Source: an optimization exercise on an open RTL-to-GDS flow (aim: small area and a short achievable clock period). Production flows keep margins and buffers that such runs may drop.
The RTL was checked by simulation tests, not by an equivalence proof against the original design.
Power figures rest on the tool's default switching activity, not on a simulated workload.

Design entropy_encode_dc_coefficients, start of the top module:
module entropy_encode_dc_coefficients #(parameter ADDER = 0) (
	input clk,
	input reset_n,
	input in_valid,
	input in_first,
	input [15:0] DcCoeff,
	output out_valid,
	output [31:0] codeword,
	output [5:0] codeword_length
);
Size in the first run: ~610 cells after synthesis, ~82 flip-flops, ~59 I/O pins, ~4500 um2 of cells after synthesis.
==> flow/config.mk <==
export PLATFORM = sky130hd
export DESIGN_NAME = entropy_encode_dc_coefficients
export DESIGN_NICKNAME = entropy_encode_dc_coefficients
export VERILOG_FILES = /design/flow/design.v
export SDC_FILE = /design/flow/constraint.sdc
export NUM_CORES = 4
export LEC_CHECK = 0
export ABC_AREA = 1
export CAP_MARGIN = 20
export CORE_MARGIN = 2
export CORE_UTILIZATION = 65
export CTS_CLUSTER_DIAMETER = 200
export CTS_CLUSTER_SIZE = 50
export SETUP_SLACK_MARGIN = 2.8
export SLEW_MARGIN = 20
==> flow/constraint.sdc <==
create_clock -name core_clock -period 5.0 [get_ports {clk}]
set_input_delay 1.0000 -clock core_clock [delete_from_list [all_inputs] [get_ports {clk}]]
set_output_delay 1.0000 -clock core_clock [all_outputs]
set_load 0.01 [all_outputs]
standard.sh (not shown) runs the stock make flow with config.mk's settings and CLKGATE_MAP_FILE= SYNTH_SCRIPT=/design/flow/synth_recipe.tcl, a recipe that flattens the netlist after the stock synthesis.
==> flow/flow/run.sh <==
#!/bin/bash
# The standard layout with two changes:
#  - the input and output ports are buffered with plain buffers instead of
#    the delay buffers buffer_ports picks by default;
#  - synthesis leaves adders to ABC instead of mapping them to full/half-adder
#    cells first (ADDER_MAP_FILE empty); registers are unchanged.
# make's full output goes to make.log in the work folder; ORFS keeps each
# tool's log under orfs/logs/.
set -euo pipefail
cd "$(dirname "$0")/.."
bash standard.sh "BUFFER_PORTS_ARGS=-buffer_cell sky130_fd_sc_hd__buf_1" "ADDER_MAP_FILE=" finish > make.log 2>&1
Rerun with:
--- a/flow/flow/run.sh
+++ b/flow/flow/run.sh
@@ -10,2 +10,2 @@
 cd "$(dirname "$0")/.."
-bash standard.sh "BUFFER_PORTS_ARGS=-buffer_cell sky130_fd_sc_hd__buf_1" "ADDER_MAP_FILE=" finish > make.log 2>&1
+bash standard.sh "BUFFER_PORTS_ARGS=-buffer_cell sky130_fd_sc_hd__buf_2" "ADDER_MAP_FILE=" finish > make.log 2>&1
- CORE_UTILIZATION: 65 -> 40
- CTS_CLUSTER_DIAMETER: 200 -> not set
- CTS_CLUSTER_SIZE: 50 -> not set
- SETUP_SLACK_MARGIN: 2.8 -> 2.7
The changed run finished clean.
Clock power increases by 32%.
Die area increases by 59%.
Combinational power increases by about 2%.
Synthesized cell count is unchanged.
Area after synthesis is unchanged.
Via count decreases by 4.4%.
Sequential cell count is unchanged.
Critical path depth decreases by 1.
Wire length increases by 2.1%.
Hold slack barely changes.
Power increases by 8.5%.
Rerun with:
- SETUP_SLACK_MARGIN: 2.7 -> 2.9
Effect: Cell area goes up by 5.0%; worst setup slack gains 0.15 ns; via count goes up by 3.9%.
Rerun with:
- CORE_UTILIZATION: 40 -> 65
- CTS_CLUSTER_DIAMETER: not set -> 200
- CTS_CLUSTER_SIZE: not set -> 50
The new run ran to the end with no violations.
Clock-buffer cell count drops by 2.
Global-route usage went up by 7.5 points.
Area after synthesis is unchanged.
Sequential power shrinks by about 1%.
Final area decreases by 5.5%.

========
The RTL this note starts from:
==> flow/design.v <==
`timescale 1ns / 1ps
module entropy_encode_dc_coefficients #(parameter ADDER = 0) (
	input clk,
	input reset_n,
	input in_valid,
	input in_first,
	input [15:0] DcCoeff,
	output out_valid,
	output [31:0] codeword,
	output [5:0] codeword_length
);
reg first_pending;
wire is_first = in_first | first_pending;
wire take_first = in_valid & is_first;
reg [15:0] x1;
reg        v1, f1;
always @(posedge clk) begin
	if (!reset_n) begin
		first_pending <= 1'b1;
		v1 <= 1'b0;
	end else begin
		if (in_valid) first_pending <= 1'b0;
		v1 <= in_valid;
	end
	x1 <= DcCoeff;
	f1 <= is_first;
end
reg [15:0] prev;
reg        sgn;       
wire [15:0] pp = ~(x1 ^ prev);                           
wire [15:0] gg = sgn ? (~x1 & prev) : (x1 & ~prev);      
wire        eq = &pp;                                    
wire [15:0] g0 = {gg[15:1], gg[0] | pp[0]};
wire [16:0] c;
assign c[0] = 1'b1;
genvar b;
generate
	if (ADDER == 1) begin : g_ripple
		for (b = 0; b < 16; b = b + 1) begin : g_r
			assign c[b+1] = g0[b] | (pp[b] & c[b]);
		end
	end else begin : g_sklansky
		wire [15:0] G0 = g0, P0 = pp;
		wire [15:0] G1, P1, G2, P2, G3, P3, G4, P4;
		for (b = 0; b < 16; b = b + 1) begin : g_l0
			if (b & 1) begin : g_node
				assign G1[b] = G0[b] | (P0[b] & G0[((b >> 0) << 0) - 1]);
				assign P1[b] = P0[b] & P0[((b >> 0) << 0) - 1];
			end else begin : g_pass
				assign G1[b] = G0[b];
				assign P1[b] = P0[b];
			end
		end
		for (b = 0; b < 16; b = b + 1) begin : g_l1
			if (b & 2) begin : g_node
				assign G2[b] = G1[b] | (P1[b] & G1[((b >> 1) << 1) - 1]);
				assign P2[b] = P1[b] & P1[((b >> 1) << 1) - 1];
			end else begin : g_pass
				assign G2[b] = G1[b];
				assign P2[b] = P1[b];
			end
		end
		for (b = 0; b < 16; b = b + 1) begin : g_l2
			if (b & 4) begin : g_node
				assign G3[b] = G2[b] | (P2[b] & G2[((b >> 2) << 2) - 1]);
				assign P3[b] = P2[b] & P2[((b >> 2) << 2) - 1];
			end else begin : g_pass
				assign G3[b] = G2[b];
				assign P3[b] = P2[b];
			end
		end
		for (b = 0; b < 16; b = b + 1) begin : g_l3
			if (b & 8) begin : g_node
				assign G4[b] = G3[b] | (P3[b] & G3[((b >> 3) << 3) - 1]);
				assign P4[b] = P3[b] & P3[((b >> 3) << 3) - 1];
			end else begin : g_pass
				assign G4[b] = G3[b];
				assign P4[b] = P3[b];
			end
		end
		assign c[16:1] = G4;
	end
endgenerate
wire [15:0] e = pp ^ c[15:0];
wire        e16 = pp[15] ^ c[16];
wire [16:0] m = {e ^ {16{e16}}, e16};
wire d_neg = sgn ? (~e16 & ~eq) : e16;
always @(posedge clk) begin
	if (take_first) begin
		prev <= 16'h0;
		sgn <= 1'b0;
	end else if (v1) begin
		prev <= x1;
		sgn <= d_neg & ~f1;
	end
end
reg [16:0] m2;
reg        v2, f2;
reg [1:0]  cls;    
always @(posedge clk) begin
	if (!reset_n) v2 <= 1'b0;
	else v2 <= v1;
	m2 <= m;
	f2 <= f1;
end
wire [1:0] mcls = (m2 == 17'd0) ? 2'd0 :
                  (m2 <= 17'd2) ? 2'd1 :
                  (m2 <= 17'd4) ? 2'd2 : 2'd3;
always @(posedge clk) begin
	if (v2) cls <= f2 ? 2'd3 : mcls;
end
wire cF = f2;
wire c0 = ~f2 & (cls == 2'd0);
wire c1 = ~f2 & (cls == 2'd1);
wire c2 = ~f2 & (cls == 2'd2);
wire c3 = ~f2 & (cls == 2'd3);
wire mlt4 = (m2[16:2] == 15'd0);      
wire [17:0] lowk;     
assign lowk = cF ? 18'h1f : c1 ? 18'h1 : c3 ? 18'h7 : 18'h0;
wire [16:0] mm = m2 | lowk[16:0];
wire [17:0] cin;      
assign cin[0] = 1'b1;
genvar j;
generate for (j = 1; j < 18; j = j + 1) begin : g_carry
	assign cin[j] = &mm[j-1:0];
end endgenerate
wire inc = ~c2;
wire [17:0] s;
assign s[16:0] = m2 ^ (cin[16:0] & ~lowk[16:0] & {17{inc}});
assign s[17] = inc & cin[17];
wire [17:0] cw = {s[17:3], s[2] | (c2 & mlt4), s[1:0]};
wire [17:0] t;
generate for (j = 1; j < 18; j = j + 1) begin : g_therm
	if (j < 17) begin : g_or
		assign t[j] = (|m2[16:j]) | (inc & cin[j]) | (c2 & (j <= 2));
	end else begin : g_top
		assign t[j] = inc & cin[j];
	end
end endgenerate
assign t[0] = 1'b1;
wire [1:0] sh = cF ? 2'd2 : (c3 | (c2 & mlt4)) ? 2'd1 : 2'd0;
wire [19:0] tx = {2'b00, t};
wire [17:0] u = (sh == 2'd2) ? tx[19:2] : (sh == 2'd1) ? tx[18:1] : tx[17:0];
reg [4:0] half;
integer i;
always @(*) begin
	half = 5'd0;
	for (i = 1; i < 18; i = i + 1)
		if (u[i] & ~u[(i < 17) ? i + 1 : 17] | (i == 17 & u[17])) half = i;
end
wire [5:0] len = {half, c0 | (c2 & mlt4)};
reg        v3;
reg [17:0] cw3;
reg [5:0]  len3;
always @(posedge clk) begin
	if (!reset_n) v3 <= 1'b0;
	else v3 <= v2;
	cw3 <= cw;
	len3 <= len;
end
assign out_valid = v3;
assign codeword = {14'h0, cw3};
assign codeword_length = len3;
endmodule
==> flow/config.mk <==
export PLATFORM = sky130hd
export DESIGN_NAME = entropy_encode_dc_coefficients
export DESIGN_NICKNAME = entropy_encode_dc_coefficients
export VERILOG_FILES = /design/flow/design.v
export SDC_FILE = /design/flow/constraint.sdc
export NUM_CORES = 4
export LEC_CHECK = 0
export ABC_AREA = 1
export CAP_MARGIN = 20
export CORE_MARGIN = 2
export CORE_UTILIZATION = 40
export SETUP_SLACK_MARGIN = 3.0
export SLEW_MARGIN = 20
==> flow/constraint.sdc <==
create_clock -name core_clock -period 5.0 [get_ports {clk}]
set_input_delay 1.0000 -clock core_clock [delete_from_list [all_inputs] [get_ports {clk}]]
set_output_delay 1.0000 -clock core_clock [all_outputs]
set_load 0.01 [all_outputs]
==> flow/flow/run.sh <==
#!/bin/bash
# The standard layout, except that the input and output ports are buffered
# with plain buffers instead of the delay buffers buffer_ports picks by default.
# make's full output goes to make.log in the work folder; ORFS keeps each tool's
# log under orfs/logs/.
set -euo pipefail
cd "$(dirname "$0")/.."
bash standard.sh "BUFFER_PORTS_ARGS=-buffer_cell sky130_fd_sc_hd__buf_2" finish > make.log 2>&1
The starting point went through all stages and came out clean.
==> next run, changes <==
==> flow/flow/run.sh (replaced) <==
#!/bin/bash
# The standard layout with two changes:
#  - the input and output ports are buffered with plain buffers instead of
#    the delay buffers buffer_ports picks by default;
#  - synthesis leaves adders to ABC instead of mapping them to full/half-adder
#    cells first (ADDER_MAP_FILE empty); registers are unchanged.
# make's full output goes to make.log in the work folder; ORFS keeps each
# tool's log under orfs/logs/.
set -euo pipefail
cd "$(dirname "$0")/.."
bash standard.sh "BUFFER_PORTS_ARGS=-buffer_cell sky130_fd_sc_hd__buf_2" "ADDER_MAP_FILE=" finish > make.log 2>&1
CTS_BUF_LIST = sky130_fd_sc_hd__clkbuf_8   (was unset)
=> Power falls by 9.8%. Global-route usage falls by 0.97 points. Sequential power falls by about 1%. Worst hold slack improves by 12 ps. Die area falls by 3.4%. Design area falls by 6.7%. Non-clock buffer count falls by 7. First-iteration DRC count falls by 47%.
==> next run, changes <==
CTS_BUF_LIST = unset   (was sky130_fd_sc_hd__clkbuf_8)
SETUP_SLACK_MARGIN = 2.3   (was 3.0)
After rerunning:
- The changed run completed with no timing, DRC or antenna violations
- power fell by 0.32%
- core utilization fell by 5.5 points
- first-iteration DRC count rose by about 30%
- sequential share of layout area rose by 3.1 points
==> next run, changes <==
SETUP_SLACK_MARGIN = 3.3   (was 2.3)
After rerunning:
- fmax increases by about 22%
- via count is higher by about 10%
- final area came out higher by about 27%
- count of clock-buffer cells in the layout increases by 1
- final cell count grows by about 7%
- critical path depth shrinks by 1
- power increases by about 16%
- routed wire length grows by 25%

-- what the ideal ports hide --
Ports are ideal in the flow. The routed layouts listed here were re-timed in OpenROAD. Step 1 assumes that a clkbuf_16 drives the clock port and a buf_2 every other input. Step 2, shift: input delay + t, output delay - t, t = (earliest + latest rising clock arrival at the registers) / 2. This alone moves slack from input paths to output paths. Three values: no drivers, after step 1, after step 2; two values: the first two.
run | shift t [ns] | setup slack, ns | hold WS [ns] | slew at the worst register clock pin (ns)
the first run of note 1 | 0.379 | 3.014 / 3.014 / 2.807 | 0.351 / 0.351 / 0.351 | 0.09 / 0.09
the second run of note 1 | 0.376 | 2.863 / 2.863 / 2.863 | 0.350 / 0.350 / 0.350 | 0.06 / 0.06
the third run of note 1 | 0.376 | 3.017 / 3.017 / 2.949 | 0.351 / 0.351 / 0.351 | 0.06 / 0.06
the fourth run of note 1 | 0.382 | 2.959 / 2.959 / 2.897 | 0.346 / 0.346 / 0.346 | 0.09 / 0.09
the first run of note 2 | 0.374 | 2.926 / 2.926 / 2.850 | 0.355 / 0.355 / 0.355 | 0.06 / 0.06
the second run of note 2 | 0.410 | 3.038 / 3.038 / 2.731 | 0.368 / 0.368 / 0.368 | 0.10 / 0.10
the third run of note 2 | 0.384 | 2.660 / 2.660 / 2.660 | 0.364 / 0.364 / 0.364 | 0.07 / 0.07
the fourth run of note 2 | 0.384 | 3.082 / 3.082 / 2.907 | 0.343 / 0.343 / 0.343 | 0.06 / 0.06
After both steps every run listed still meets setup and hold. The setup slack of the second run of note 2, which loses most, moves by 0.000 ns with the drivers and by -0.307 ns with both steps.
